Background: an optimization exercise with open tools, aiming at small area, a short achievable clock period and few clock cycles. Do not read the settings as production practice.
Function was checked by simulation only, so behaviour that the tests miss may differ from the original.
Power is estimated from default activity; no workload was simulated.

$ cat flow/run.sh
#!/bin/bash
set -euo pipefail
cd "$(dirname "$0")/.."
bash standard.sh finish \
  SETUP_SLACK_MARGIN=6.8 \
  "BUFFER_PORTS_ARGS=-buffer_cell sky130_fd_sc_hd__buf_1" \
  > run_standard.log 2>&1
$ cat standard.sh
#!/bin/bash
# synth_recipe.tcl (not shown) runs the flow's synth.tcl, then flattens the netlist and writes it again
# the make line also repeats each setting of config.mk as NAME=value (left out here)
make -C /OpenROAD-flow-scripts/flow DESIGN_CONFIG=/design/flow/config.mk WORK_HOME=/design/flow/orfs CLKGATE_MAP_FILE= SYNTH_SCRIPT=/design/flow/synth_recipe.tcl "${@:-finish}"
$ cat config.mk
export PLATFORM = sky130hd
export DESIGN_NAME = task3
export DESIGN_NICKNAME = task3
export VERILOG_FILES = /design/flow/design.v
export SDC_FILE = /design/flow/constraint.sdc
export NUM_CORES = 4
export LEC_CHECK = 0
export ABC_AREA = 1
export CAP_MARGIN = 20
export CORE_MARGIN = 2
export CORE_UTILIZATION = 70
export CTS_BUF_LIST = sky130_fd_sc_hd__clkbuf_4 sky130_fd_sc_hd__clkbuf_8
export SLEW_MARGIN = 20
$ cat constraint.sdc
create_clock -name core_clock -period 12.0 [get_ports {clk}]
set_input_delay 2.4000 -clock core_clock [delete_from_list [all_inputs] [get_ports {clk}]]
set_output_delay 2.4000 -clock core_clock [all_outputs]
set_load 0.01 [all_outputs]
$ cat design.v
`timescale 1ns / 1ps
module task3(
    input [2:0] opcode,
    output reg done,
    output reg [23:0] out,
    input [7:0] in2,
    input [7:0] in1,
    input [7:0] in0,
    input clk,
    input rst
    );
    function [10:0] fx; input [3:0] v;
        case (v)
            4'd0: fx = 11'd0;
            4'd1: fx = 11'd13;
            4'd2: fx = 11'd36;
            4'd3: fx = 11'd69;
            4'd4: fx = 11'd112;
            4'd5: fx = 11'd165;
            4'd6: fx = 11'd228;
            4'd7: fx = 11'd301;
            4'd8: fx = 11'd384;
            4'd9: fx = 11'd477;
            4'd10: fx = 11'd580;
            4'd11: fx = 11'd693;
            4'd12: fx = 11'd816;
            4'd13: fx = 11'd949;
            4'd14: fx = 11'd1092;
            4'd15: fx = 11'd1245;
        endcase
    endfunction
    function [9:0] gy; input [3:0] v;
        case (v)
            4'd0: gy = 10'd0;
            4'd1: gy = 10'd1;
            4'd2: gy = 10'd10;
            4'd3: gy = 10'd27;
            4'd4: gy = 10'd52;
            4'd5: gy = 10'd85;
            4'd6: gy = 10'd126;
            4'd7: gy = 10'd175;
            4'd8: gy = 10'd232;
            4'd9: gy = 10'd297;
            4'd10: gy = 10'd370;
            4'd11: gy = 10'd451;
            4'd12: gy = 10'd540;
            4'd13: gy = 10'd637;
            4'd14: gy = 10'd742;
            4'd15: gy = 10'd855;
        endcase
    endfunction
    function [10:0] fz; input [3:0] v;
        case (v)
            4'd0: fz = 11'd13;
            4'd1: fz = 11'd17;
            4'd2: fz = 11'd33;
            4'd3: fz = 11'd61;
            4'd4: fz = 11'd101;
            4'd5: fz = 11'd153;
            4'd6: fz = 11'd217;
            4'd7: fz = 11'd293;
            4'd8: fz = 11'd381;
            4'd9: fz = 11'd481;
            4'd10: fz = 11'd593;
            4'd11: fz = 11'd717;
            4'd12: fz = 11'd853;
            4'd13: fz = 11'd1001;
            4'd14: fz = 11'd1161;
            4'd15: fz = 11'd1333;
        endcase
    endfunction
    reg k1, k2, k3;      
    reg [7:0] areg;      
    wire [7:0] mx = k3 ? out[23:16] : out[7:0];
    wire [7:0] mz = out[15:8] & {8{k3}};
    wire m_1;
    wire m_2;
    wire m_3;
    wire m_4;
    wire m_5;
    wire m_6;
    wire m_7;
    wire m_8;
    wire m_9;
    wire m_10;
    wire m_11;
    wire m_12;
    wire m_13;
    wire m_14;
    wire m_15;
    wire m_16;
    wire m_17;
    wire m_18;
    wire m_19;
    wire m_20;
    wire m_21;
    wire m_22;
    wire m_23;
    wire m_24;
    wire m_25;
    wire m_26;
    wire m_27;
    wire m_28;
    wire m_29;
    wire m_30;
    wire m_31;
    wire m_32;
    wire m_33;
    wire m_34;
    wire m_35;
    wire m_36;
    wire m_37;
    wire m_38;
    wire m_39;
    wire m_40;
    wire m_41;
    wire m_42;
    wire m_43;
    wire m_44;
    wire m_45;
    wire m_46;
    wire m_47;
    wire m_48;
    wire m_49;
    wire m_50;
    wire m_51;
    wire m_52;
    wire m_53;
    wire m_54;
    wire m_55;
    wire m_56;
    wire m_57;
    wire m_58;
    wire m_59;
    wire m_60;
    wire m_61;
    wire m_62;
    wire m_63;
    wire m_64;
    wire m_65;
    wire m_66;
    wire m_67;
    wire m_68;
    wire m_69;
    wire m_70;
    wire m_71;
    wire m_72;
    wire m_73;
    wire m_74;
    wire m_75;
    wire m_76;
    wire m_77;
    wire m_78;
    wire m_79;
    wire m_80;
    wire m_81;
    wire m_82;
    wire m_83;
    wire m_84;
    wire m_85;
    wire m_86;
    wire m_87;
    wire m_88;
    wire m_89;
    wire m_90;
    wire m_91;
    wire m_92;
    wire m_93;
    wire m_94;
    wire m_95;
    wire m_96;
    wire m_97;
    wire m_98;
    assign m_1 = (mx[0] & areg[5]) ^ (mx[1] & areg[4]);
    assign m_2 = (mx[0] & areg[5]) & (mx[1] & areg[4]);
    assign m_3 = (mx[0] & areg[6]) ^ (mx[1] & areg[5]) ^ (mx[2] & areg[4]);
    assign m_4 = ((mx[0] & areg[6]) & (mx[1] & areg[5])) | ((mx[0] & areg[6]) & (mx[2] & areg[4])) | ((mx[1] & areg[5]) & (mx[2] & areg[4]));
    assign m_5 = (mx[3] & areg[3]) ^ (mx[4] & areg[2]);
    assign m_6 = (mx[3] & areg[3]) & (mx[4] & areg[2]);
    assign m_7 = (mx[0] & areg[7]) ^ (mx[1] & areg[6]) ^ (mx[2] & areg[5]);
    assign m_8 = ((mx[0] & areg[7]) & (mx[1] & areg[6])) | ((mx[0] & areg[7]) & (mx[2] & areg[5])) | ((mx[1] & areg[6]) & (mx[2] & areg[5]));
    assign m_9 = (mx[3] & areg[4]) ^ (mx[4] & areg[3]) ^ (mx[5] & areg[2]);
    assign m_10 = ((mx[3] & areg[4]) & (mx[4] & areg[3])) | ((mx[3] & areg[4]) & (mx[5] & areg[2])) | ((mx[4] & areg[3]) & (mx[5] & areg[2]));
    assign m_11 = (mx[6] & areg[1]) ^ (mx[7] & areg[0]);
    assign m_12 = (mx[6] & areg[1]) & (mx[7] & areg[0]);
    assign m_13 = (mx[1] & areg[7]) ^ (mx[2] & areg[6]) ^ (mx[3] & areg[5]);
    assign m_14 = ((mx[1] & areg[7]) & (mx[2] & areg[6])) | ((mx[1] & areg[7]) & (mx[3] & areg[5])) | ((mx[2] & areg[6]) & (mx[3] & areg[5]));
    assign m_15 = (mx[4] & areg[4]) ^ (mx[5] & areg[3]) ^ (mx[6] & areg[2]);
    assign m_16 = ((mx[4] & areg[4]) & (mx[5] & areg[3])) | ((mx[4] & areg[4]) & (mx[6] & areg[2])) | ((mx[5] & areg[3]) & (mx[6] & areg[2]));
    assign m_17 = (mx[2] & areg[7]) ^ (mx[3] & areg[6]) ^ (mx[4] & areg[5]);
    assign m_18 = ((mx[2] & areg[7]) & (mx[3] & areg[6])) | ((mx[2] & areg[7]) & (mx[4] & areg[5])) | ((mx[3] & areg[6]) & (mx[4] & areg[5]));
    assign m_19 = (mx[0] & areg[3]) ^ (mx[1] & areg[2]);
    assign m_20 = (mx[0] & areg[3]) & (mx[1] & areg[2]);
    assign m_21 = (mx[0] & areg[4]) ^ (mx[1] & areg[3]) ^ (mx[2] & areg[2]);
    assign m_22 = ((mx[0] & areg[4]) & (mx[1] & areg[3])) | ((mx[0] & areg[4]) & (mx[2] & areg[2])) | ((mx[1] & areg[3]) & (mx[2] & areg[2]));
    assign m_23 = (mx[3] & areg[1]) ^ (mx[4] & areg[0]);
    assign m_24 = (mx[3] & areg[1]) & (mx[4] & areg[0]);
    assign m_25 = (mx[2] & areg[3]) ^ (mx[3] & areg[2]) ^ (mx[4] & areg[1]);
    assign m_26 = ((mx[2] & areg[3]) & (mx[3] & areg[2])) | ((mx[2] & areg[3]) & (mx[4] & areg[1])) | ((mx[3] & areg[2]) & (mx[4] & areg[1]));
    assign m_27 = (mx[5] & areg[0]) ^ mz[5] ^ m_1;
    assign m_28 = ((mx[5] & areg[0]) & mz[5]) | ((mx[5] & areg[0]) & m_1) | (mz[5] & m_1);
    assign m_29 = (mx[5] & areg[1]) ^ (mx[6] & areg[0]) ^ mz[6];
    assign m_30 = ((mx[5] & areg[1]) & (mx[6] & areg[0])) | ((mx[5] & areg[1]) & mz[6]) | ((mx[6] & areg[0]) & mz[6]);
    assign m_31 = m_2 ^ m_3 ^ m_5;
    assign m_32 = (m_2 & m_3) | (m_2 & m_5) | (m_3 & m_5);
    assign m_33 = mz[7] ^ m_4 ^ m_6;
    assign m_34 = (mz[7] & m_4) | (mz[7] & m_6) | (m_4 & m_6);
    assign m_35 = m_7 ^ m_9 ^ m_11;
    assign m_36 = (m_7 & m_9) | (m_7 & m_11) | (m_9 & m_11);
    assign m_37 = (mx[7] & areg[1]) ^ m_8 ^ m_10;
    assign m_38 = ((mx[7] & areg[1]) & m_8) | ((mx[7] & areg[1]) & m_10) | (m_8 & m_10);
    assign m_39 = m_12 ^ m_13 ^ m_15;
    assign m_40 = (m_12 & m_13) | (m_12 & m_15) | (m_13 & m_15);
    assign m_41 = (mx[5] & areg[4]) ^ (mx[6] & areg[3]) ^ (mx[7] & areg[2]);
    assign m_42 = ((mx[5] & areg[4]) & (mx[6] & areg[3])) | ((mx[5] & areg[4]) & (mx[7] & areg[2])) | ((mx[6] & areg[3]) & (mx[7] & areg[2]));
    assign m_43 = m_14 ^ m_16 ^ m_17;
    assign m_44 = (m_14 & m_16) | (m_14 & m_17) | (m_16 & m_17);
    assign m_45 = (mx[3] & areg[7]) ^ (mx[4] & areg[6]) ^ (mx[5] & areg[5]);
    assign m_46 = ((mx[3] & areg[7]) & (mx[4] & areg[6])) | ((mx[3] & areg[7]) & (mx[5] & areg[5])) | ((mx[4] & areg[6]) & (mx[5] & areg[5]));
    assign m_47 = (mx[6] & areg[4]) ^ (mx[7] & areg[3]) ^ m_18;
    assign m_48 = ((mx[6] & areg[4]) & (mx[7] & areg[3])) | ((mx[6] & areg[4]) & m_18) | ((mx[7] & areg[3]) & m_18);
    assign m_49 = (mx[4] & areg[7]) ^ (mx[5] & areg[6]) ^ (mx[6] & areg[5]);
    assign m_50 = ((mx[4] & areg[7]) & (mx[5] & areg[6])) | ((mx[4] & areg[7]) & (mx[6] & areg[5])) | ((mx[5] & areg[6]) & (mx[6] & areg[5]));
    assign m_51 = (mx[0] & areg[2]) ^ (mx[1] & areg[1]);
    assign m_52 = (mx[0] & areg[2]) & (mx[1] & areg[1]);
    assign m_53 = (mx[2] & areg[1]) ^ (mx[3] & areg[0]) ^ mz[3];
    assign m_54 = ((mx[2] & areg[1]) & (mx[3] & areg[0])) | ((mx[2] & areg[1]) & mz[3]) | ((mx[3] & areg[0]) & mz[3]);
    assign m_55 = mz[4] ^ m_20 ^ m_21;
    assign m_56 = (mz[4] & m_20) | (mz[4] & m_21) | (m_20 & m_21);
    assign m_57 = m_22 ^ m_24 ^ m_25;
    assign m_58 = (m_22 & m_24) | (m_22 & m_25) | (m_24 & m_25);
    assign m_59 = m_26 ^ m_28 ^ m_29;
    assign m_60 = (m_26 & m_28) | (m_26 & m_29) | (m_28 & m_29);
    assign m_61 = m_30 ^ m_32 ^ m_33;
    assign m_62 = (m_30 & m_32) | (m_30 & m_33) | (m_32 & m_33);
    assign m_63 = m_34 ^ m_36 ^ m_37;
    assign m_64 = (m_34 & m_36) | (m_34 & m_37) | (m_36 & m_37);
    assign m_65 = m_38 ^ m_40 ^ m_41;
    assign m_66 = (m_38 & m_40) | (m_38 & m_41) | (m_40 & m_41);
    assign m_67 = m_42 ^ m_44 ^ m_45;
    assign m_68 = (m_42 & m_44) | (m_42 & m_45) | (m_44 & m_45);
    assign m_69 = (mx[7] & areg[4]) ^ m_46 ^ m_48;
    assign m_70 = ((mx[7] & areg[4]) & m_46) | ((mx[7] & areg[4]) & m_48) | (m_46 & m_48);
    assign m_71 = (mx[5] & areg[7]) ^ (mx[6] & areg[6]) ^ (mx[7] & areg[5]);
    assign m_72 = ((mx[5] & areg[7]) & (mx[6] & areg[6])) | ((mx[5] & areg[7]) & (mx[7] & areg[5])) | ((mx[6] & areg[6]) & (mx[7] & areg[5]));
    assign m_73 = (mx[0] & areg[1]) ^ (mx[1] & areg[0]);
    assign m_74 = (mx[0] & areg[1]) & (mx[1] & areg[0]);
    assign m_75 = (mx[2] & areg[0]) ^ mz[2] ^ m_51;
    assign m_76 = ((mx[2] & areg[0]) & mz[2]) | ((mx[2] & areg[0]) & m_51) | (mz[2] & m_51);
    assign m_77 = m_19 ^ m_52 ^ m_53;
    assign m_78 = (m_19 & m_52) | (m_19 & m_53) | (m_52 & m_53);
    assign m_79 = m_23 ^ m_54 ^ m_55;
    assign m_80 = (m_23 & m_54) | (m_23 & m_55) | (m_54 & m_55);
    assign m_81 = m_27 ^ m_56 ^ m_57;
    assign m_82 = (m_27 & m_56) | (m_27 & m_57) | (m_56 & m_57);
    assign m_83 = m_31 ^ m_58 ^ m_59;
    assign m_84 = (m_31 & m_58) | (m_31 & m_59) | (m_58 & m_59);
    assign m_85 = m_35 ^ m_60 ^ m_61;
    assign m_86 = (m_35 & m_60) | (m_35 & m_61) | (m_60 & m_61);
    assign m_87 = m_39 ^ m_62 ^ m_63;
    assign m_88 = (m_39 & m_62) | (m_39 & m_63) | (m_62 & m_63);
    assign m_89 = m_43 ^ m_64 ^ m_65;
    assign m_90 = (m_43 & m_64) | (m_43 & m_65) | (m_64 & m_65);
    assign m_91 = m_47 ^ m_66 ^ m_67;
    assign m_92 = (m_47 & m_66) | (m_47 & m_67) | (m_66 & m_67);
    assign m_93 = m_49 ^ m_68 ^ m_69;
    assign m_94 = (m_49 & m_68) | (m_49 & m_69) | (m_68 & m_69);
    assign m_95 = m_50 ^ m_70 ^ m_71;
    assign m_96 = (m_50 & m_70) | (m_50 & m_71) | (m_70 & m_71);
    assign m_97 = (mx[6] & areg[7]) ^ (mx[7] & areg[6]) ^ m_72;
    assign m_98 = ((mx[6] & areg[7]) & (mx[7] & areg[6])) | ((mx[6] & areg[7]) & m_72) | ((mx[7] & areg[6]) & m_72);
    wire [15:0] pa = {1'b0, (mx[7] & areg[7]), m_96, m_94, m_92, m_90, m_88, m_86, m_84, m_82, m_80, m_78, m_76, m_74, mz[1], (mx[0] & areg[0])};
    wire [15:0] pb = {1'b0, m_98, m_97, m_95, m_93, m_91, m_89, m_87, m_85, m_83, m_81, m_79, m_77, m_75, m_73, mz[0]};
    wire [15:0] prod = pa + pb;
    wire t7 = opcode[2] & opcode[0];         
    wire [12:0] s0 = t7 ? {2'b0, fx(in0[3:0])} : {5'd0, in0};
    wire [12:0] s1 = (t7 ? {3'b0, gy(in1[3:0])} : {5'd0, in1}) ^ {13{opcode[0]}};
    wire [12:0] s2 = opcode[2] ? (opcode[0] ? {2'b0, fz(in2[3:0])} : {5'd0, in2}) : 13'd0;
    wire [12:0] sum = s0 + s1 + s2 + {12'd0, opcode[0]};
    wire [23:0] sres = {{5{sum[12] & ~opcode[2]}}, {6{sum[12]}}, sum};
    reg [23:0] res;
    always @* begin
        if (opcode[2] == opcode[1])          
            res = sres;
        else if (opcode == 3'd3)
            res = {17'd0, in0[7:1]};
        else                                 
            res = k1 ? {8'd0, prod} : k2 ? {out[15:8], prod}
                : k3 ? {prod, out[7:0]} : {16'd0, opcode[2] ? in0 : in1};
    end
    wire mul = (opcode == 3'd2) | (opcode == 3'd4) | (opcode == 3'd5);
    wire last = !mul | ((opcode == 3'd5) ? k3 : k1);
    always @(posedge clk) begin
        areg <= in0;
        if (!rst) begin
            done <= 1'b0;
            k1 <= 1'b0;
            k2 <= 1'b0;
            k3 <= 1'b0;
        end else if (!done) begin
            out <= res;
            k1 <= !(k1 | k2 | k3);
            k2 <= k1;
            k3 <= k2;
            if (last)
                done <= 1'b1;
        end
    end
endmodule
==> results.toml, run 1 <==
[hold_path]
hp-class = "register to register"
min_path_cells = 1
min_to = "k3"
hp-start = "done"

[floorplan]
core_um2 = 8300
rows = 33
ios = 54
die_h_um = 97
die_area_um2 = 9410
dieWidth_um = 97
start_util_pct = 73.0

[logic_synthesis]
yosysWarnings = 1
synth-edff-count = 24
ys_ff_latch = 36
synth_ff_type = "edfxtp_1"
yosys.area.top_type_share_pct = 18.2
yosysSeqAreaShare_pct = 15.9
synth_area_leaders = "fa_1 (18%), nand2_1 (17%), edfxtp_1 (12%), ha_1 (11%), inv_1 (10%)"
synthDistinctLibCells = 44
yosys.area.top_type = "fa_1"
async_flop_share_pct = 0
yosysMostFrequentCell = "nand2_1"
syn_inst = 898
synth_area_um2 = 6050
synth_commonest_cells = "nand2_1 (269), inv_1 (167), nor2_1 (62)"
syn_area_per_cell_um2 = 6.74
synth.net_count = 1036

[placed_design]
dpl_cell_area_um2 = 6340
port_buffers = 53
dp_hpwl_um = 15100
gp_congestion = 1.18
dp.cells = 1044

[clock_tree]
clock_path_buffers = 2
insertion_delay_ns = 0.29
htree_levels = 2
root_buffer = "clkbuf_8"
cts_buffers = 5
holdBufCountCts = 0
cts_tree = "done"
cts_sinks = 36
clkTransAtPathRegs_ns = 0.07

[grt]
grt_overflow = 0
grt_max_degree = 21
grt_pass1_vias = 6131
grt_pass1_wl_um = 29200
antenna_found_initial = 0
grt_use_total_pct = 38.9

[timing]
worst_pin_slew_ns = 0.588
setup_tns_ns = 0
fin_skew_ns = 0.00810
hold_slack_ns = 0.531
rsz0062_at_grt = "true"
fin_crit_sh_pct = 42.7
finalSetupViolCount = 0
post-route-min-period_ns = 5.13
finalHoldViolations = 0
drv_slew = 0
slew_headroom_pct = 60.8
fmaxAchievable_mhz = 195

[setup_path]
reg2reg_to = "out[13]"
start_kind = "input port"
critical_path_arrival_ns = 5.17
rr_worst_depth = 24
reg2reg_slack_ns = 7.08
cp_max_fo = 7
criticalPathCategory = "input port to register"
cp.required_ns = 12.04
cp-end-kind = "register"
r2r-start = "k3"

[run]
maxCapViolCount = 0

[drt]
drtIter0Drc = 555
drt-pass1-iter-count = 6
totalWireLength_um = 18500
drc = 0
vias = 6303
wire_per_inst_um = 17.5
via_per_inst = 5.95
antenna_left = 0

[final_layout]
diodes = 0
final_nets = 1091
fillers = 591
fin_cells = 1059
final_area_um2 = 6680
drive_gt1_share_pct = 9.12
area_delta_synth_final_pct = 10.4

[power]
p_sw_share_pct = 58.1
p_int_mw = 0.588
ir_drop_v = 0.000147
p_comb_share_pct = 81.5
p_sw_mw = 0.815
p_leak_nw = 3.51
clock_power_share_pct = 5.9
finalPower_mw = 1.40
seqPwrFrac_pct = 12.6
powerDensity_nw_per_um2 = 210

[outcome]
status = "timing/DRC/antenna clean"
## critical path, cell delays in order
cell      delay [ns]
clkbuf_4        0.16
inv_2           0.07
ha_4            0.27
nand2_1         0.09
inv_2           0.09
nor2_1          0.06
o21ai_0         0.08
o211ai_1        0.18
fa_1            0.57
inv_1           0.07
ha_4            0.27
a21oi_4         0.16
o21ai_0         0.14
a21o_1          0.20
or2_1           0.21
nand3_1         0.08
nand2_1         0.08
## area by class of cell
type	instances	area, um^2	share of cell area (%)
Clock inverter	3	18.8	0.281
Clock buffer	5	68.8	1.03
Multi-Input combinational cell	662	4480	67.1
Tap cell	105	131	1.97
Timing Repair Buffer	64	313	4.68
Inverter	184	707	10.6
Sequential cell	36	961	14.4
## how the worst max path moves through the flow
stage	start	endpoint	slack [ns]	cells past startpoint
floorplan	opcode[0]	out[12]	6.89	14
global placement	opcode[2]	out[18]	6.04	15
detailed placement	opcode[2]	out[15]	5.93	15
CTS	in2[0]	out[22]	6.80	18
global route	in0[0]	out[22]	6.70	16
finish	in2[1]	out[6]	6.87	17
## state kept, by name, summed over array words and instances (netlist names)
register	count
out	24
areg	8
k1	1
done	1
k3	1
k2	1
## cells in the final DEF, fill, tap and decap left out, drive strengths merged, types with 3 or more instances in the layout
| cell type | count |
|---|---|
| fa | 55 |
| nand4 | 4 |
| dfxtp | 12 |
| xnor2 | 3 |
| buf | 57 |
| a21oi | 39 |
| inv | 182 |
| clkbuf | 12 |
| nand3 | 56 |
| xor2 | 5 |
| nor3 | 4 |
| o211ai | 8 |
| nor2 | 67 |
| or2 | 13 |
| nand2 | 271 |
| a31oi | 6 |
| nand3b | 4 |
| o21ai | 58 |
| o31ai | 3 |
| ha | 54 |
| edfxtp | 24 |
| clkinv | 4 |
## power by group through the flow
stage / Sequential (mW) / Combinational, mW / Clock, mW
final: 0.176 / 1.14 / 0.0833
after global routing: 0.178 / 1.27 / 0.0892
after CTS: 0.175 / 1.09 / 0.0834
after detailed placement: 0.178 / 1.08 / 0
after global placement: 0.177 / 1.04 / 0
after floorplan: 0.179 / 0.780 / 0
## per-stage QoR
stage	setup WS [ns]	util, %
5_1_grt	6.70	80.5
4_1_cts	6.80	78.2
6_report	6.87	80.5
2_1_floorplan	6.89	-
3_5_place_dp	5.93	76.4
3_3_place_gp	6.04	76.4
## metal layers
metal  wire (um)  track usage [%]  vias up
met1        6540             45.1     2877
li1            -                -     2914
met3        1400             2.31      108
met4        1540             27.1        0
met2        9060             68.6      404
met5           0                0        -
## kinds of logic (layout without fill, tap and decap cells)
group / after synthesis / in the layout / synth area share, %
DFF: 36 / 36 / 15.9
xor gates and xnor gates: 8 / 8 / 1.16
adders and majority gates: 109 / 109 / 29.3
AOI/OAI and AO/OA: 125 / 125 / 11.9
buffers and inverters: 200 / 256 / 12.6
and+or+nand+nor: 420 / 420 / 29.1
## repair_timing
item | CTS | global route
endpoints found under the setup margin | 20 | 19
gates cloned | 0 | 0
setup buffers | 3 | 4
gates resized for setup | 17 | 47
pin swaps | 1 | 7
Testbench counts, summed over its fixed seeds: cycles 21,090.
==> run 2: changes to the inputs <==
--- a/design.v
+++ b/design.v
@@ -4,3 +4,3 @@
     output reg done,
-    output reg [23:0] out,
+    output [23:0] out,
     input [7:0] in2,
@@ -73,4 +73,9 @@
     reg [7:0] areg;      
-    wire [7:0] mx = k3 ? out[23:16] : out[7:0];
-    wire [7:0] mz = out[15:8] & {8{k3}};
+    reg [23:0] oreg;     
+    reg [12:0] creg;     
+    reg e6, e5;          
+    wire [12:0] pre = oreg[12:0] + creg;
+    assign out = {oreg[23:19] | {5{pre[12] & e5}}, oreg[18:13] | {6{pre[12] & e6}}, pre};
+    wire [7:0] mx = oreg[7:0];
+    wire [7:0] mz = oreg[15:8] & {8{k3}};
     wire m_1;
@@ -278,8 +283,10 @@
     wire [12:0] s2 = opcode[2] ? (opcode[0] ? {2'b0, fz(in2[3:0])} : {5'd0, in2}) : 13'd0;
-    wire [12:0] sum = s0 + s1 + s2 + {12'd0, opcode[0]};
-    wire [23:0] sres = {{5{sum[12] & ~opcode[2]}}, {6{sum[12]}}, sum};
+    wire [12:0] cs_s = s0 ^ s1 ^ s2;
+    wire [12:0] cs_m = (s0 & s1) | (s0 & s2) | (s1 & s2);
+    wire [12:0] cs_c = {cs_m[11:0], opcode[0]};
+    wire sc = (opcode[2] == opcode[1]);      
     reg [23:0] res;
     always @* begin
-        if (opcode[2] == opcode[1])          
-            res = sres;
+        if (sc)
+            res = {11'd0, cs_s};
         else if (opcode == 3'd3)
@@ -287,4 +294,4 @@
         else                                 
-            res = k1 ? {8'd0, prod} : k2 ? {out[15:8], prod}
-                : k3 ? {prod, out[7:0]} : {16'd0, opcode[2] ? in0 : in1};
+            res = k1 ? {8'd0, prod} : k2 ? {prod[7:0], prod[15:8], oreg[15:8]}
+                : k3 ? {prod, oreg[23:16]} : {16'd0, opcode[2] ? in0 : in1};
     end
@@ -300,3 +307,6 @@
         end else if (!done) begin
-            out <= res;
+            oreg <= res;
+            creg <= sc ? cs_c : 13'd0;
+            e6 <= sc;
+            e5 <= sc & ~opcode[2];
             k1 <= !(k1 | k2 | k3);
==> flow/run.sh (replaced) <==
#!/bin/bash
set -euo pipefail
cd "$(dirname "$0")/.."
bash standard.sh finish \
  SETUP_SLACK_MARGIN=7.4 \
  "BUFFER_PORTS_ARGS=-buffer_cell sky130_fd_sc_hd__buf_1" \
  > run_standard.log 2>&1
==> results.toml, run 2 <==
[logic_synthesis]
synth_area_um2 = 6660
synth_area_leaders = "edfxtp_1 (17%), fa_1 (17%), nand2_1 (14%), ha_1 (10%), inv_1 (10%)"
synth_ff_type = "edfxtp_1"
yosysWarnings = 1
yosys.area.top_type = "edfxtp_1"
synthDistinctLibCells = 46
ys_ff_latch = 50
synth.net_count = 1073
synth_commonest_cells = "nand2_1 (257), inv_1 (183), fa_1 (55), ha_1 (55), nand3_1 (52)"
yosysSeqAreaShare_pct = 20.7
syn_inst = 934
async_flop_share_pct = 0
yosysMostFrequentCell = "nand2_1"
syn_area_per_cell_um2 = 7.13
yosys.area.top_type_share_pct = 17.1
synth-edff-count = 38

[setup_path]
start_kind = "register"
criticalPathCategory = "register to output pin"
cp-end-kind = "output pin"
cp_num_buf_inv = 1
critPathTopFamily = "simple AND/OR/NAND/NOR gates"
cp_max_fo = 5
crit_chain = "ha_1, nand2_1, nor2_1, nand2_1, nand3_2, nand2_1, and2_4, nand2_4, nand2_1, buf_2"
cp.required_ns = 9.60
worst_path_max_delay_cell = "edfxtp_1"
critical_path_arrival_ns = 2.33
cpMostUsedCell = "nand2_1"
cpPeakStageDelay_ns = 0.46

[grt]
grt_pass1_vias = 5889
grt_overflow = 0
antenna_found_initial = 0
grt_pass1_wl_um = 29100
grt_max_degree = 39
grt_use_total_pct = 36.2

[timing]
fmaxAchievable_mhz = 211
drv_slew = 0
fin_skew_ns = 0.00936
setup_tns_ns = 0
finalHoldViolations = 0
worst_pin_slew_ns = 1.06
rsz0062_at_grt = "true"
slew_headroom_pct = 29.0
post-route-min-period_ns = 4.73
finalSetupViolCount = 0
fin_crit_sh_pct = 39.4

[final_layout]
final_cell_mix = "nand2_1 (253), inv_1 (180), fa_1 (52)"
area_delta_synth_final_pct = 9.96
regMostFlops = "oreg"
drive_gt1_share_pct = 11.0
final_common_cell = "nand2_1"
largest_reg_flops = 24
fillers = 672
ff_latch_area_um2 = 1380
reg_top3 = "oreg (24), creg (12), areg (8)"
multi_input_area_um2 = 4560
diodes = 0
final_area_um2 = 7320
final_nets = 1119

[clock_tree]
cts_buffers = 5
clkTransAtPathRegs_ns = 0.12
holdBufCountCts = 0
cts_tree = "done"
htree_levels = 2
clock_path_buffers = 2
cts_sinks = 50
root_buffer = "clkbuf_8"
insertion_delay_ns = 0.32

[hold_path]
hp-class = "register to register"

[power]
p_leak_nw = 3.78
powerDensity_nw_per_um2 = 168
clock_power_share_pct = 9.3
p_int_mw = 0.582
p_sw_mw = 0.650
p_comb_share_pct = 71.7
ir_drop_v = 0.000117
p_sw_share_pct = 52.8
seqPwrFrac_pct = 18.9

[floorplan]
dieWidth_um = 102
start_util_pct = 72.1
rows = 35
ios = 54
die_h_um = 102
die_area_um2 = 10300
core_um2 = 9240

[drt]
drtIter0Drc = 809
vias = 6466
via_per_inst = 5.83
drt-pass1-iter-count = 7
totalWireLength_um = 18700
wire_per_inst_um = 16.9
antenna_left = 0
drc = 0

[placed_design]
gp_congestion = 1.04
port_buffers = 53
dpl_cell_area_um2 = 6870
dp_hpwl_um = 14400

[run]
maxCapViolCount = 0

[outcome]
status = "timing/DRC/antenna clean"
==> run 2: metrics by stage <==
step / hold slack, ns / power (mW) / setup WS (ns) / std cells / util, %
finish: 0.614 / 1.23 / 7.27 / 1110 / 79.2
detailed placement: 0.576 / 1.01 / 6.86 / 1081 / 74.3
floorplan: 0.548 / 0.813 / 7.50 / 934 / -
global placement: 0.561 / 0.988 / 7.04 / 1081 / 74.3
CTS: 0.595 / 1.14 / 7.40 / 1103 / 77.1
global route: 0.633 / 1.34 / 7.20 / 1110 / 79.2
==> run 2: cells by family (layout without fill, tap and decap cells) <==
kind of cell	Yosys count	count (layout)	synth area share [%]
AOI/OAI and AO/OA	137	137	11.6
xor gates and xnor gates	17	17	2.24
adders and majority gates	110	110	26.9
buffers and inverters	227	274	13.2
DFF	50	50	20.7
and+or+nand+nor	393	393	25.3
==> run 2: worst paths after layout <==
kind,endpoint,slack [ns],cells past startpoint,from
worst min-delay path,k3,0.61,1,done
worst min register to register,k3,0.61,1,done
worst max-delay path,out[19],7.27,10,oreg[9]
worst max register to register,oreg[11],7.60,20,oreg[2]
==> run 2: final cells by class <==
class                   instances  area share (%)
clock buffers                   5           0.940
clock inverters                 3           0.393
inverters                     191            9.79
multi-input cells             657            62.3
flip-flops and latches         50            18.9
well taps                     129            2.20
repair buffers                 75            5.54
==> run 2: what timing repair did <==
item,in CTS,in global routing
hold endpoints to repair,0,0
buffers inserted,14,7
pin swaps,5,11
setup endpoints to repair,33,28
resized for setup,23,35
==> run 2: power groups by stage <==
stage,sequential (mW),clock [mW],combinational [mW]
4_1_cts,0.232,0.110,0.798
2_1_floorplan,0.221,0,0.591
6_report,0.233,0.115,0.884
5_1_grt,0.234,0.117,0.987
3_3_place_gp,0.243,0,0.745
3_5_place_dp,0.243,0,0.770
==> run 2: per-layer routing <==
| metal | share of wire [%] | vias up | GRT usage, % | routed length [um] |
|---|---|---|---|---|
| li1 | - | 3004 | - | - |
| met1 | 40 | 2946 | 52.5 | 7530 |
| met2 | 46 | 460 | 58.0 | 8600 |
| met3 | 11 | 56 | 4.49 | 2090 |
| met4 | 2.7 | 0 | 8.73 | 507 |
| met5 | 0 | - | 0 | 0 |
Testbench counts of run 2, summed over its fixed seeds: cycles 21,090.
==> run 3: changes to the inputs <==
==> flow/run.sh (replaced) <==
#!/bin/bash
set -euo pipefail
cd "$(dirname "$0")/.."
bash standard.sh finish \
  SETUP_SLACK_MARGIN=7.2 \
  "BUFFER_PORTS_ARGS=-buffer_cell sky130_fd_sc_hd__buf_1" \
  > run_standard.log 2>&1
--- a/config.mk
+++ b/config.mk
@@ -7,3 +7,2 @@
 export LEC_CHECK = 0
-export ABC_AREA = 1
 export CAP_MARGIN = 20
==> results.toml, run 3 <==
[outcome]
status = "timing/DRC/antenna clean"

[power]
ir_drop_v = 0.000257
powerDensity_nw_per_um2 = 169
p_leak_nw = 3.07
finalPower_mw = 1.20

[clock_tree]
htree_levels = 2
cts_sinks = 50
root_buffer = "clkbuf_8"
cts_buffers = 5
clkTransAtPathRegs_ns = 0.10
insertion_delay_ns = 0.30
cts_tree = "done"
clock_path_buffers = 2
holdBufCountCts = 0

[floorplan]
core_um2 = 8810
die_h_um = 99.7
dieWidth_um = 99.7
start_util_pct = 72.8
rows = 34
ios = 54
die_area_um2 = 9940

[setup_path]
criticalPathCategory = "register to output pin"
critical_path_arrival_ns = 2.64
cp.required_ns = 9.60
start_kind = "register"
cp-end-kind = "output pin"
crit_chain = "ha_4, nand2_1, o21ai_1, o211ai_2, o21a_4, mux2i_4, or2_1, buf_2"
cpPeakStageDelay_ns = 0.52
worst_path_max_delay_cell = "edfxtp_1"
cp_max_fo = 6

[logic_synthesis]
synth-edff-count = 38
synthDistinctLibCells = 64
synth_commonest_cells = "nand2_1 (90), inv_1 (73), fa_1 (55), ha_1 (55), o21ai_0 (50)"
syn_inst = 740
syn_area_per_cell_um2 = 8.66
yosysMostFrequentCell = "nand2_1"
yosys.area.top_type = "edfxtp_1"
ys_ff_latch = 50
yosysWarnings = 1
yosys.area.top_type_share_pct = 17.8
synth_area_um2 = 6410
async_flop_share_pct = 0
synth.net_count = 879
synth_ff_type = "edfxtp_1"
yosysSeqAreaShare_pct = 21.6
synth_area_leaders = "edfxtp_1 (18%), fa_1 (17%), ha_1 (11%), nand2_1 (5.3%), inv_1 (4.3%)"

[final_layout]
multi_input_area_um2 = 4860
drive_gt1_share_pct = 12.4
ff_latch_area_um2 = 1380
diodes = 0
utilization_pct = 81.0
final_nets = 927
final_cell_mix = "nand2_1 (90), inv_1 (72), fa_1 (54)"
fillers = 601
regMostFlops = "oreg"
largest_reg_flops = 24
final_common_cell = "nand2_1"
reg_top3 = "oreg (24), creg (12), areg (8)"
area_delta_synth_final_pct = 11.3

[grt]
antenna_found_initial = 0
grt_pass1_wl_um = 28400
grt_max_degree = 39
grt_overflow = 0
grt_use_total_pct = 36.7
grt_pass1_vias = 5540

[placed_design]
port_buffers = 53
dp_hpwl_um = 13500
gp_congestion = 0.987

[drt]
totalWireLength_um = 17600
via_per_inst = 6.38
vias = 5727
drc = 0
antenna_left = 0
drtIter0Drc = 570
wire_per_inst_um = 19.6
drt-pass1-iter-count = 8

[timing]
post-route-min-period_ns = 5.04
setup_tns_ns = 0
drv_slew = 0
fmaxAchievable_mhz = 198
slew_headroom_pct = 29.0
worst_pin_slew_ns = 1.06
finalHoldViolations = 0
rsz0062_at_grt = "true"
finalSetupViolCount = 0
fin_crit_sh_pct = 42.0
fin_skew_ns = 0.0128

[hold_path]
hp-class = "register to register"

[run]
maxCapViolCount = 0
## run 3: changes by cell type after synthesis, sizes merged, moves of 8 or more
cell	before	now
nand2	265	90
xnor2	9	18
nor2b	0	21
mux2i	0	22
o211ai	13	5
or2	3	12
o22ai	1	9
nand3	55	8
nand2b	0	9
and2	4	44
inv	190	73
a21oi	51	37
## run 3: per-stage QoR
stage / setup WS [ns] / instance area (um^2) / hold slack [ns] / cells
floorplan: 7.46 / 6410 / 0.654 / 740
global placement: 6.97 / 6630 / 0.633 / 870
detailed placement: 6.85 / 6630 / 0.651 / 870
CTS: 7.02 / 6950 / 0.664 / 892
global route: 6.92 / 7140 / 0.689 / 897
finish: 6.96 / 7140 / 0.660 / 897
## run 3: per-layer routing
metal	share of wire [%]	vias up	GRT usage (%)
met5	0	-	0
met4	2.2	0	9.80
met3	10	45	5.69
met2	46	367	58.0
met1	41	2712	53.2
li1	-	2603	-
## run 3: logic make-up after synthesis
kind of cell / count (synthesis) / synth area share, %
compound gates: 158 / 15.6
xor+xnor: 25 / 3.53
fa+ha+maj: 110 / 27.9
buf+inv: 109 / 6.66
flops: 50 / 21.6
mux: 29 / 4.67
simple gates: 259 / 20.0
## run 3: power by group
part	internal [mW]	leakage (nW)	switching, mW
combinational	0.353	2.56	0.524
sequential	0.209	0.468	0.0227
clock	0.0400	0.0416	0.0553
## run 3: critical path, delay by kind of cell (launching register included)
kind | cells | cell delay, ns
adder cells (fa/ha/maj) | 1 | 0.35
AND/OR/NAND/NOR | 2 | 0.40
AO/OA/AOI/OAI | 3 | 0.70
multiplexers | 1 | 0.21
buffers and inverters | 1 | 0.15
flip-flops | 1 | 0.52
## run 3: repair_timing
| item | CTS | global route |
|---|---|---|
| gates resized for setup | 33 | 33 |
| pin swaps | 13 | 17 |
| buffers inserted | 14 | 5 |
| setup endpoints to repair | 19 | 33 |
## run 3: layout make-up
| cell class | count | area share (%) |
|---|---|---|
| timing repair buffer | 75 | 5.45 |
| multi-input combinational | 581 | 68.1 |
| tap | 108 | 1.89 |
| inverter | 75 | 3.95 |
| sequential | 50 | 19.4 |
| clock inverter | 3 | 0.228 |
| clock buffer | 5 | 0.964 |
## run 3: worst paths after layout
check | start | to | slack, ns | cells after the start
setup reg to reg | oreg[2] | oreg[13] | 7.34 | 16
hold reg to reg | done | done | 0.66 | 1
setup / recovery | oreg[7] | out[16] | 6.96 | 8
hold / removal | done | done | 0.66 | 1
==> run 4: changes to the inputs <==
--- a/config.mk
+++ b/config.mk
@@ -7,2 +7,3 @@
 export LEC_CHECK = 0
+export ABC_AREA = 1
 export CAP_MARGIN = 20
==> results.toml, run 4 <==
[grt]
grt_use_total_pct = 35.6
grt_max_degree = 39
antenna_found_initial = 0
grt_overflow = 0
grt_pass1_vias = 5841
grt_pass1_wl_um = 28600

[run]
maxCapViolCount = 0

[clock_tree]
cts_tree = "done"
htree_levels = 2
cts_buffers = 5
holdBufCountCts = 0
cts_sinks = 50
root_buffer = "clkbuf_8"
clock_path_buffers = 2
insertion_delay_ns = 0.32
clkTransAtPathRegs_ns = 0.11

[setup_path]
reg2reg_slack_ns = 7.47
reg2reg_to = "oreg[12]"
cp-end-kind = "output pin"
critical_path_arrival_ns = 2.36
r2r-start = "oreg[2]"
start_kind = "register"
cpPeakStageDelay_ns = 0.58
cp_num_buf_inv = 1
cp_max_fo = 8
criticalPathCategory = "register to output pin"
rr_worst_depth = 19
critPathTopFamily = "flip-flops"
worst_path_max_delay_cell = "edfxtp_1"
crit_chain = "ha_1, a21oi_1, o21ai_2, a21oi_1, nor2_1, nor2_1, xnor2_1, buf_1"
cp.required_ns = 9.60

[final_layout]
final_common_cell = "nand2_1"
diodes = 0
largest_reg_flops = 24
drive_gt1_share_pct = 6.48
area_delta_synth_final_pct = 6.56
regMostFlops = "oreg"
reg_top3 = "oreg (24), creg (12), areg (8)"
final_area_um2 = 7090
final_cell_mix = "nand2_1 (256), inv_1 (182), fa_1 (54)"
final_nets = 1110

[timing]
fin_skew_ns = 0.0103
setup_tns_ns = 0
fin_crit_sh_pct = 39.6
worst_pin_slew_ns = 1.08
post-route-min-period_ns = 4.76
drv_slew = 0
finalSetupViolCount = 0
finalHoldViolations = 0
fmaxAchievable_mhz = 210
slew_headroom_pct = 27.7
rsz0062_at_grt = "true"

[logic_synthesis]
syn_inst = 934
syn_area_per_cell_um2 = 7.13
synth_area_um2 = 6660
yosys.area.top_type_share_pct = 17.1
async_flop_share_pct = 0
yosysWarnings = 1
synth_area_leaders = "edfxtp_1 (17%), fa_1 (17%), nand2_1 (14%), ha_1 (10%), inv_1 (10%)"
yosysSeqAreaShare_pct = 20.7
synthDistinctLibCells = 46
yosys.area.top_type = "edfxtp_1"
synth_ff_type = "edfxtp_1"
ys_ff_latch = 50
yosysMostFrequentCell = "nand2_1"
synth-edff-count = 38
synth_commonest_cells = "nand2_1 (257), inv_1 (183), fa_1 (55), ha_1 (55), nand3_1 (52)"
synth.net_count = 1073

[drt]
via_per_inst = 5.82
wl_met3_um = 1830
drtIter0Drc = 697
totalWireLength_um = 18200
drc = 0
antenna_left = 0
wire_per_inst_um = 16.5
wl_met2_um = 8350
top_layer = "met4"
met1Wirelength_um = 7500
drt-pass1-iter-count = 6
vias = 6410

[hold_path]
hp-class = "register to register"
min_path_cells = 1
min_to = "k3"
hp-start = "done"

[power]
p_leak_nw = 3.69
powerDensity_nw_per_um2 = 163
ir_drop_v = 0.000108

[placed_design]
port_buffers = 53
gp_congestion = 1.04
dp_hpwl_um = 14400
dpl_cell_area_um2 = 6870

[floorplan]
ios = 54
die_h_um = 102
core_um2 = 9240
start_util_pct = 72.1
dieWidth_um = 102
die_area_um2 = 10300
rows = 35

[outcome]
status = "timing/DRC/antenna clean"
[run 4: cell types whose count changed after synthesis, moves of 9 or more]
cell,before,now
a21oi_1,36,50
xnor2_1,18,9
mux2i_1,22,0
inv_1,73,183
or2_1,11,0
nand3_1,8,52
o211ai_1,4,13
and2_1,42,2
nand2_1,90,257
nor2b_1,21,0
nand2b_1,9,0
[run 4: kinds of logic after synthesis]
kind of cell	after synthesis	synth area share [%]
xor gates and xnor gates	17	2.24
and+or+nand+nor	393	25.3
buffers and inverters	227	13.2
AOI/OAI and AO/OA	137	11.6
adders and majority gates	110	26.9
DFF	50	20.7
[run 4: worst max-delay path by stage]
stage / start / to / slack, ns / depth (start not counted)
after global placement: opcode[2] / oreg[7] / 7.04 / 9
after floorplan: rst / creg[0] / 7.50 / 2
after detailed placement: opcode[2] / oreg[7] / 6.86 / 9
after CTS: oreg[3] / out[19] / 7.20 / 10
after global routing: oreg[2] / out[9] / 7.15 / 8
final: oreg[2] / out[9] / 7.24 / 8
[run 4: timing repair]
| action | 4_1_cts | 5_1_grt |
|---|---|---|
| gates resized for setup | 1 | 9 |
| cloned | 0 | 0 |
| pin swaps | 0 | 3 |
| setup endpoints to repair | 16 | 24 |
| setup buffers | 4 | 8 |
[run 4: metal layers]
layer / vias up / track usage, %
met5: - / 0
li1: 2993 / -
met4: 0 / 9.56
met3: 70 / 4.28
met2: 413 / 57.0
met1: 2934 / 51.5
[run 4: metrics by stage]
| stage | setup slack, ns | util, % | hold WS [ns] | power [mW] | std cells |
|---|---|---|---|---|---|
| floorplan | 7.50 | - | 0.548 | 0.813 | 934 |
| global placement | 7.04 | 74.3 | 0.561 | 0.988 | 1081 |
| detailed placement | 6.86 | 74.3 | 0.576 | 1.01 | 1081 |
| CTS | 7.20 | 75.7 | 0.595 | 1.13 | 1093 |
| finish | 7.24 | 76.8 | 0.606 | 1.16 | 1101 |
| global route | 7.15 | 76.8 | 0.633 | 1.27 | 1101 |
[run 4: area by class of cell]
type	instances	area (um^2)
tap	129	161
sequential	50	1380
clock inverter	3	28.8
multi-input combinational	657	4440
fill	746	2150
inverter	191	717
clock buffer	5	68.8
timing repair buffer	66	298
[run 4: power breakdown]
part / switching [mW] / total, mW / internal (mW) / leakage [nW]
Combinational: 0.533 / 0.815 / 0.281 / 3.17
Clock: 0.0686 / 0.112 / 0.0435 / 0.0502
Sequential: 0.0226 / 0.233 / 0.210 / 0.470
Total: 0.624 / 1.16 / 0.535 / 3.69
==> run 5: changes to the inputs <==
--- a/design.v
+++ b/design.v
@@ -76,3 +76,75 @@
     reg e6, e5;          
-    wire [12:0] pre = oreg[12:0] + creg;
+    wire [12:0] pre_gi = oreg[12:0] & creg;
+    wire [12:0] pre_pi = oreg[12:0] ^ creg;
+    wire pre_g0_0 = pre_gi[0];
+    wire pre_p0_0 = pre_pi[0];
+    wire pre_g0_1 = pre_gi[1];
+    wire pre_p0_1 = pre_pi[1];
+    wire pre_g0_2 = pre_gi[2];
+    wire pre_p0_2 = pre_pi[2];
+    wire pre_g0_3 = pre_gi[3];
+    wire pre_p0_3 = pre_pi[3];
+    wire pre_g0_4 = pre_gi[4];
+    wire pre_p0_4 = pre_pi[4];
+    wire pre_g0_5 = pre_gi[5];
+    wire pre_p0_5 = pre_pi[5];
+    wire pre_g0_6 = pre_gi[6];
+    wire pre_p0_6 = pre_pi[6];
+    wire pre_g0_7 = pre_gi[7];
+    wire pre_p0_7 = pre_pi[7];
+    wire pre_g0_8 = pre_gi[8];
+    wire pre_p0_8 = pre_pi[8];
+    wire pre_g0_9 = pre_gi[9];
+    wire pre_p0_9 = pre_pi[9];
+    wire pre_g0_10 = pre_gi[10];
+    wire pre_p0_10 = pre_pi[10];
+    wire pre_g0_11 = pre_gi[11];
+    wire pre_p0_11 = pre_pi[11];
+    wire pre_g0_12 = pre_gi[12];
+    wire pre_p0_12 = pre_pi[12];
+    wire pre_g1_1 = pre_g0_1 | (pre_p0_1 & pre_g0_0);
+    wire pre_p1_1 = pre_p0_1 & pre_p0_0;
+    wire pre_g1_3 = pre_g0_3 | (pre_p0_3 & pre_g0_2);
+    wire pre_p1_3 = pre_p0_3 & pre_p0_2;
+    wire pre_g1_5 = pre_g0_5 | (pre_p0_5 & pre_g0_4);
+    wire pre_p1_5 = pre_p0_5 & pre_p0_4;
+    wire pre_g1_7 = pre_g0_7 | (pre_p0_7 & pre_g0_6);
+    wire pre_p1_7 = pre_p0_7 & pre_p0_6;
+    wire pre_g1_9 = pre_g0_9 | (pre_p0_9 & pre_g0_8);
+    wire pre_p1_9 = pre_p0_9 & pre_p0_8;
+    wire pre_g1_11 = pre_g0_11 | (pre_p0_11 & pre_g0_10);
+    wire pre_p1_11 = pre_p0_11 & pre_p0_10;
+    wire pre_g2_2 = pre_g0_2 | (pre_p0_2 & pre_g1_1);
+    wire pre_p2_2 = pre_p0_2 & pre_p1_1;
+    wire pre_g2_3 = pre_g1_3 | (pre_p1_3 & pre_g1_1);
+    wire pre_p2_3 = pre_p1_3 & pre_p1_1;
+    wire pre_g2_6 = pre_g0_6 | (pre_p0_6 & pre_g1_5);
+    wire pre_p2_6 = pre_p0_6 & pre_p1_5;
+    wire pre_g2_7 = pre_g1_7 | (pre_p1_7 & pre_g1_5);
+    wire pre_p2_7 = pre_p1_7 & pre_p1_5;
+    wire pre_g2_10 = pre_g0_10 | (pre_p0_10 & pre_g1_9);
+    wire pre_p2_10 = pre_p0_10 & pre_p1_9;
+    wire pre_g2_11 = pre_g1_11 | (pre_p1_11 & pre_g1_9);
+    wire pre_p2_11 = pre_p1_11 & pre_p1_9;
+    wire pre_g3_4 = pre_g0_4 | (pre_p0_4 & pre_g2_3);
+    wire pre_p3_4 = pre_p0_4 & pre_p2_3;
+    wire pre_g3_5 = pre_g1_5 | (pre_p1_5 & pre_g2_3);
+    wire pre_p3_5 = pre_p1_5 & pre_p2_3;
+    wire pre_g3_6 = pre_g2_6 | (pre_p2_6 & pre_g2_3);
+    wire pre_p3_6 = pre_p2_6 & pre_p2_3;
+    wire pre_g3_7 = pre_g2_7 | (pre_p2_7 & pre_g2_3);
+    wire pre_p3_7 = pre_p2_7 & pre_p2_3;
+    wire pre_g3_12 = pre_g0_12 | (pre_p0_12 & pre_g2_11);
+    wire pre_p3_12 = pre_p0_12 & pre_p2_11;
+    wire pre_g4_8 = pre_g0_8 | (pre_p0_8 & pre_g3_7);
+    wire pre_p4_8 = pre_p0_8 & pre_p3_7;
+    wire pre_g4_9 = pre_g1_9 | (pre_p1_9 & pre_g3_7);
+    wire pre_p4_9 = pre_p1_9 & pre_p3_7;
+    wire pre_g4_10 = pre_g2_10 | (pre_p2_10 & pre_g3_7);
+    wire pre_p4_10 = pre_p2_10 & pre_p3_7;
+    wire pre_g4_11 = pre_g2_11 | (pre_p2_11 & pre_g3_7);
+    wire pre_p4_11 = pre_p2_11 & pre_p3_7;
+    wire pre_g4_12 = pre_g3_12 | (pre_p3_12 & pre_g3_7);
+    wire pre_p4_12 = pre_p3_12 & pre_p3_7;
+    wire [12:0] pre = {(pre_pi[12] ^ pre_g4_11), (pre_pi[11] ^ pre_g4_10), (pre_pi[10] ^ pre_g4_9), (pre_pi[9] ^ pre_g4_8), (pre_pi[8] ^ pre_g3_7), (pre_pi[7] ^ pre_g3_6), (pre_pi[6] ^ pre_g3_5), (pre_pi[5] ^ pre_g3_4), (pre_pi[4] ^ pre_g2_3), (pre_pi[3] ^ pre_g2_2), (pre_pi[2] ^ pre_g1_1), (pre_pi[1] ^ pre_g0_0), (pre_pi[0])};
     assign out = {oreg[23:19] | {5{pre[12] & e5}}, oreg[18:13] | {6{pre[12] & e6}}, pre};
@@ -278,3 +350,101 @@
     wire [15:0] pb = {1'b0, m_98, m_97, m_95, m_93, m_91, m_89, m_87, m_85, m_83, m_81, m_79, m_77, m_75, m_73, mz[0]};
-    wire [15:0] prod = pa + pb;
+    wire [15:0] prod_gi = pa & pb;
+    wire [15:0] prod_pi = pa ^ pb;
+    wire prod_g0_0 = prod_gi[0];
+    wire prod_p0_0 = prod_pi[0];
+    wire prod_g0_1 = prod_gi[1];
+    wire prod_p0_1 = prod_pi[1];
+    wire prod_g0_2 = prod_gi[2];
+    wire prod_p0_2 = prod_pi[2];
+    wire prod_g0_3 = prod_gi[3];
+    wire prod_p0_3 = prod_pi[3];
+    wire prod_g0_4 = prod_gi[4];
+    wire prod_p0_4 = prod_pi[4];
+    wire prod_g0_5 = prod_gi[5];
+    wire prod_p0_5 = prod_pi[5];
+    wire prod_g0_6 = prod_gi[6];
+    wire prod_p0_6 = prod_pi[6];
+    wire prod_g0_7 = prod_gi[7];
+    wire prod_p0_7 = prod_pi[7];
+    wire prod_g0_8 = prod_gi[8];
+    wire prod_p0_8 = prod_pi[8];
+    wire prod_g0_9 = prod_gi[9];
+    wire prod_p0_9 = prod_pi[9];
+    wire prod_g0_10 = prod_gi[10];
+    wire prod_p0_10 = prod_pi[10];
+    wire prod_g0_11 = prod_gi[11];
+    wire prod_p0_11 = prod_pi[11];
+    wire prod_g0_12 = prod_gi[12];
+    wire prod_p0_12 = prod_pi[12];
+    wire prod_g0_13 = prod_gi[13];
+    wire prod_p0_13 = prod_pi[13];
+    wire prod_g0_14 = prod_gi[14];
+    wire prod_p0_14 = prod_pi[14];
+    wire prod_g0_15 = prod_gi[15];
+    wire prod_p0_15 = prod_pi[15];
+    wire prod_g1_1 = prod_g0_1 | (prod_p0_1 & prod_g0_0);
+    wire prod_p1_1 = prod_p0_1 & prod_p0_0;
+    wire prod_g1_3 = prod_g0_3 | (prod_p0_3 & prod_g0_2);
+    wire prod_p1_3 = prod_p0_3 & prod_p0_2;
+    wire prod_g1_5 = prod_g0_5 | (prod_p0_5 & prod_g0_4);
+    wire prod_p1_5 = prod_p0_5 & prod_p0_4;
+    wire prod_g1_7 = prod_g0_7 | (prod_p0_7 & prod_g0_6);
+    wire prod_p1_7 = prod_p0_7 & prod_p0_6;
+    wire prod_g1_9 = prod_g0_9 | (prod_p0_9 & prod_g0_8);
+    wire prod_p1_9 = prod_p0_9 & prod_p0_8;
+    wire prod_g1_11 = prod_g0_11 | (prod_p0_11 & prod_g0_10);
+    wire prod_p1_11 = prod_p0_11 & prod_p0_10;
+    wire prod_g1_13 = prod_g0_13 | (prod_p0_13 & prod_g0_12);
+    wire prod_p1_13 = prod_p0_13 & prod_p0_12;
+    wire prod_g1_15 = prod_g0_15 | (prod_p0_15 & prod_g0_14);
+    wire prod_p1_15 = prod_p0_15 & prod_p0_14;
+    wire prod_g2_2 = prod_g0_2 | (prod_p0_2 & prod_g1_1);
+    wire prod_p2_2 = prod_p0_2 & prod_p1_1;
+    wire prod_g2_3 = prod_g1_3 | (prod_p1_3 & prod_g1_1);
+    wire prod_p2_3 = prod_p1_3 & prod_p1_1;
+    wire prod_g2_6 = prod_g0_6 | (prod_p0_6 & prod_g1_5);
+    wire prod_p2_6 = prod_p0_6 & prod_p1_5;
+    wire prod_g2_7 = prod_g1_7 | (prod_p1_7 & prod_g1_5);
+    wire prod_p2_7 = prod_p1_7 & prod_p1_5;
+    wire prod_g2_10 = prod_g0_10 | (prod_p0_10 & prod_g1_9);
+    wire prod_p2_10 = prod_p0_10 & prod_p1_9;
+    wire prod_g2_11 = prod_g1_11 | (prod_p1_11 & prod_g1_9);
+    wire prod_p2_11 = prod_p1_11 & prod_p1_9;
+    wire prod_g2_14 = prod_g0_14 | (prod_p0_14 & prod_g1_13);
+    wire prod_p2_14 = prod_p0_14 & prod_p1_13;
+    wire prod_g2_15 = prod_g1_15 | (prod_p1_15 & prod_g1_13);
+    wire prod_p2_15 = prod_p1_15 & prod_p1_13;
+    wire prod_g3_4 = prod_g0_4 | (prod_p0_4 & prod_g2_3);
+    wire prod_p3_4 = prod_p0_4 & prod_p2_3;
+    wire prod_g3_5 = prod_g1_5 | (prod_p1_5 & prod_g2_3);
+    wire prod_p3_5 = prod_p1_5 & prod_p2_3;
+    wire prod_g3_6 = prod_g2_6 | (prod_p2_6 & prod_g2_3);
+    wire prod_p3_6 = prod_p2_6 & prod_p2_3;
+    wire prod_g3_7 = prod_g2_7 | (prod_p2_7 & prod_g2_3);
+    wire prod_p3_7 = prod_p2_7 & prod_p2_3;
+    wire prod_g3_12 = prod_g0_12 | (prod_p0_12 & prod_g2_11);
+    wire prod_p3_12 = prod_p0_12 & prod_p2_11;
+    wire prod_g3_13 = prod_g1_13 | (prod_p1_13 & prod_g2_11);
+    wire prod_p3_13 = prod_p1_13 & prod_p2_11;
+    wire prod_g3_14 = prod_g2_14 | (prod_p2_14 & prod_g2_11);
+    wire prod_p3_14 = prod_p2_14 & prod_p2_11;
+    wire prod_g3_15 = prod_g2_15 | (prod_p2_15 & prod_g2_11);
+    wire prod_p3_15 = prod_p2_15 & prod_p2_11;
+    wire prod_g4_8 = prod_g0_8 | (prod_p0_8 & prod_g3_7);
+    wire prod_p4_8 = prod_p0_8 & prod_p3_7;
+    wire prod_g4_9 = prod_g1_9 | (prod_p1_9 & prod_g3_7);
+    wire prod_p4_9 = prod_p1_9 & prod_p3_7;
+    wire prod_g4_10 = prod_g2_10 | (prod_p2_10 & prod_g3_7);
+    wire prod_p4_10 = prod_p2_10 & prod_p3_7;
+    wire prod_g4_11 = prod_g2_11 | (prod_p2_11 & prod_g3_7);
+    wire prod_p4_11 = prod_p2_11 & prod_p3_7;
+    wire prod_g4_12 = prod_g3_12 | (prod_p3_12 & prod_g3_7);
+    wire prod_p4_12 = prod_p3_12 & prod_p3_7;
+    wire prod_g4_13 = prod_g3_13 | (prod_p3_13 & prod_g3_7);
+    wire prod_p4_13 = prod_p3_13 & prod_p3_7;
+    wire prod_g4_14 = prod_g3_14 | (prod_p3_14 & prod_g3_7);
+    wire prod_p4_14 = prod_p3_14 & prod_p3_7;
+    wire prod_g4_15 = prod_g3_15 | (prod_p3_15 & prod_g3_7);
+    wire prod_p4_15 = prod_p3_15 & prod_p3_7;
+    wire [15:0] prod = {(prod_pi[15] ^ prod_g4_14), (prod_pi[14] ^ prod_g4_13), (prod_pi[13] ^ prod_g4_12), (prod_pi[12] ^ prod_g4_11), (prod_pi[11] ^ prod_g4_10), (prod_pi[10] ^ prod_g4_9), (prod_pi[9] ^ prod_g4_8), (prod_pi[8] ^ prod_g3_7), (prod_pi[7] ^ prod_g3_6), (prod_pi[6] ^ prod_g3_5), (prod_pi[5] ^ prod_g3_4), (prod_pi[4] ^ prod_g2_3), (prod_pi[3] ^ prod_g2_2), (prod_pi[2] ^ prod_g1_1), (prod_pi[1] ^ prod_g0_0), (prod_pi[0])};
     wire t7 = opcode[2] & opcode[0];         
==> flow/run.sh (replaced) <==
#!/bin/bash
set -euo pipefail
cd "$(dirname "$0")/.."
bash standard.sh finish \
  SETUP_SLACK_MARGIN=7.0 \
  "BUFFER_PORTS_ARGS=-buffer_cell sky130_fd_sc_hd__buf_1" \
  > run_standard.log 2>&1
==> results.toml, run 5 <==
[logic_synthesis]
synth_area_um2 = 6160
yosys.area.top_type_share_pct = 19.8
yosysMostFrequentCell = "nand2_1"
synth_area_leaders = "fa_1 (20%), edfxtp_1 (19%), nand2_1 (13%), ha_1 (11%), inv_1 (10%)"
yosys.area.top_type = "fa_1"
async_flop_share_pct = 0
yosysSeqAreaShare_pct = 22.4
synth-edff-count = 38
synthDistinctLibCells = 43
yosysWarnings = 1
syn_area_per_cell_um2 = 7.60
ys_ff_latch = 50
synth_commonest_cells = "nand2_1 (210), inv_1 (165), fa_1 (61)"
syn_inst = 810
synth_ff_type = "edfxtp_1"
synth.net_count = 952

[setup_path]
critical_path_arrival_ns = 2.50
critPathTopFamily = "adder cells"
cp_num_buf_inv = 1
start_kind = "register"
cp.required_ns = 9.60
reg2reg_to = "oreg[9]"
cp_max_fo = 9
criticalPathCategory = "register to output pin"
rr_worst_depth = 18
worst_path_max_delay_cell = "edfxtp_1"
r2r-start = "oreg[1]"
cpPeakStageDelay_ns = 0.60
cp-end-kind = "output pin"
reg2reg_slack_ns = 7.27
crit_chain = "ha_1, a21oi_1, nand3_4, fa_1, xor2_1, buf_1"

[power]
clock_power_share_pct = 12.0
p_leak_nw = 3.43
p_sw_share_pct = 49.9
ir_drop_v = 0.0000794
p_sw_mw = 0.512
seqPwrFrac_pct = 22.9
p_comb_share_pct = 65.2
finalPower_mw = 1.03
p_int_mw = 0.513
powerDensity_nw_per_um2 = 156

[timing]
rsz0062_at_grt = "false"
fin_skew_ns = 0.0150
drv_slew = 0
post-route-min-period_ns = 4.90
slew_headroom_pct = 27.9
setup_tns_ns = 0
hold_slack_ns = 0.589
fmaxAchievable_mhz = 204
fin_crit_sh_pct = 40.8
finalSetupViolCount = 0
finalHoldViolations = 0
worst_pin_slew_ns = 1.08

[final_layout]
final_cell_mix = "nand2_1 (208), inv_1 (165), fa_1 (61)"
reg_top3 = "oreg (24), creg (12), areg (8)"
regMostFlops = "oreg"
diodes = 0
utilization_pct = 76.2
fillers = 641
area_delta_synth_final_pct = 6.89
largest_reg_flops = 24
drive_gt1_share_pct = 4.84
final_common_cell = "nand2_1"
final_nets = 988
final_area_um2 = 6580

[grt]
grt_max_degree = 39
grt_pass1_wl_um = 28100
grt_use_total_pct = 37.3
grt_overflow = 0
antenna_found_initial = 0
grt_pass1_vias = 5721

[floorplan]
dieWidth_um = 97.8
die_area_um2 = 9560
ios = 54
rows = 34
start_util_pct = 71.3
die_h_um = 97.8
core_um2 = 8640

[clock_tree]
cts_buffers = 5
clock_path_buffers = 2
root_buffer = "clkbuf_8"
cts_sinks = 50
insertion_delay_ns = 0.31
htree_levels = 2
holdBufCountCts = 0
clkTransAtPathRegs_ns = 0.10
cts_tree = "done"

[hold_path]
min_to = "k2"
hp-class = "register to register"
hp-start = "done"
min_path_cells = 1

[placed_design]
gp_congestion = 1.01
port_buffers = 53
dpl_cell_area_um2 = 6370
dp_hpwl_um = 13800

[drt]
drt-pass1-iter-count = 6
totalWireLength_um = 17200
wire_per_inst_um = 18.0
antenna_left = 0
via_per_inst = 5.88
vias = 5616
drc = 0
drtIter0Drc = 471

[outcome]
status = "timing/DRC/antenna clean"

[run]
maxCapViolCount = 0
[run 5: cell count changes in the layout (fill, tap and decap cells not counted), moves of 5 or more]
cell	before	now
inv_1	182	165
o22ai_1	1	6
inv_2	8	3
fa_1	54	61
nand4_1	8	1
nand3_1	51	39
nand2_1	256	208
o21ai_1	10	0
nor2_1	46	36
[run 5: worst max path at each step]
stage / from / end / cells past startpoint
after CTS: oreg[6] / out[9] / 8
after global placement: opcode[2] / oreg[7] / 9
final: oreg[7] / out[9] / 6
after floorplan: rst / creg[0] / 2
after detailed placement: opcode[2] / oreg[7] / 9
after global routing: oreg[0] / out[14] / 13
[run 5: routing by layer]
metal | part of all wire, % | routed length [um] | track usage, %
met1 | 38 | 6510 | 47.3
met2 | 50 | 8590 | 63.3
met3 | 8.1 | 1390 | 4.72
met4 | 4.2 | 723 | 19.0
met5 | 0 | 0 | 0
[run 5: kinds of logic after synthesis]
logic type | Yosys count | synth area share [%]
and+or+nand+nor | 303 | 20.3
xor gates and xnor gates | 15 | 2.13
buffers and inverters | 203 | 12.8
AOI/OAI and AO/OA | 126 | 12.0
DFF | 50 | 22.4
adders and majority gates | 113 | 30.4
[run 5: final cells by class]
class                      instances  area [um^2]  share of cell area (%)
timing repair buffer              63          275                    4.18
sequential                        50         1390                    21.0
multi-input combinational        557         4040                    61.3
inverter                         169          637                    9.67
clock inverter                     2         37.5                   0.570
clock buffer                       6         76.3                    1.16
tap                              108          135                    2.05
[run 5: through the flow]
| step | cells | setup WS (ns) |
|---|---|---|
| 2_1_floorplan | 810 | 7.51 |
| 3_3_place_gp | 939 | 6.65 |
| 3_5_place_dp | 939 | 6.51 |
| 4_1_cts | 955 | 7.01 |
| 5_1_grt | 955 | 6.97 |
| 6_report | 955 | 7.10 |
[run 5: power by group through the flow]
stage	logic [mW]	registers (mW)	clock network, mW
2_1_floorplan	0.463	0.222	0
3_3_place_gp	0.602	0.243	0
3_5_place_dp	0.626	0.243	0
4_1_cts	0.643	0.233	0.123
5_1_grt	0.744	0.236	0.129
6_report	0.668	0.234	0.123
[run 5: repair_timing]
item,CTS,global route
endpoints found under the setup margin,30,29
gates resized for setup,2,11
pin swaps,0,0
setup buffers,8,0
[run 5: worst reg2reg max path, delay by kind of cell (launching register included)]
family	cells	cell delay [ns]
adders and majority gates	6	2.83
and+or+nand+nor	6	0.56
AOI/OAI and AO/OA	2	0.19
buffers and inverters	3	0.34
xor gates and xnor gates	1	0.21
DFF	1	0.37
Testbench counts of run 5, summed over its fixed seeds: cycles 21,090.

## port drivers added, routing unchanged
Ports are ideal in the flow. The routed layouts listed here were re-timed in OpenROAD. Step 1, drivers: a clkbuf_16 drives clk and a buf_2 each remaining input, both assumed. Step 2 times the ports against the registers' clock, not the clock port: input delays grow and output delays shrink by t, the midpoint of the rising clock arrivals with the driver on. a / b / c = no drivers / after step 1 / after step 2; a / b = the first two.
run	t (ns)	setup slack, ns	worst slew at a driven data input, ns
run 1	0.317	6.875 / 6.880 / 6.563	0.04
run 2	0.347	7.269 / 7.237 / 7.215	0.03
run 3	0.329	6.956 / 6.925 / 7.076	0.03
run 4	0.342	7.244 / 7.213 / 7.046	0.03
run 5	0.333	7.104 / 7.071 / 7.039	0.04
After both steps setup and hold are still met in every run listed. For run 1, which loses most, drivers alone change the setup slack by +0.005 ns; drivers and shift together by -0.312 ns.
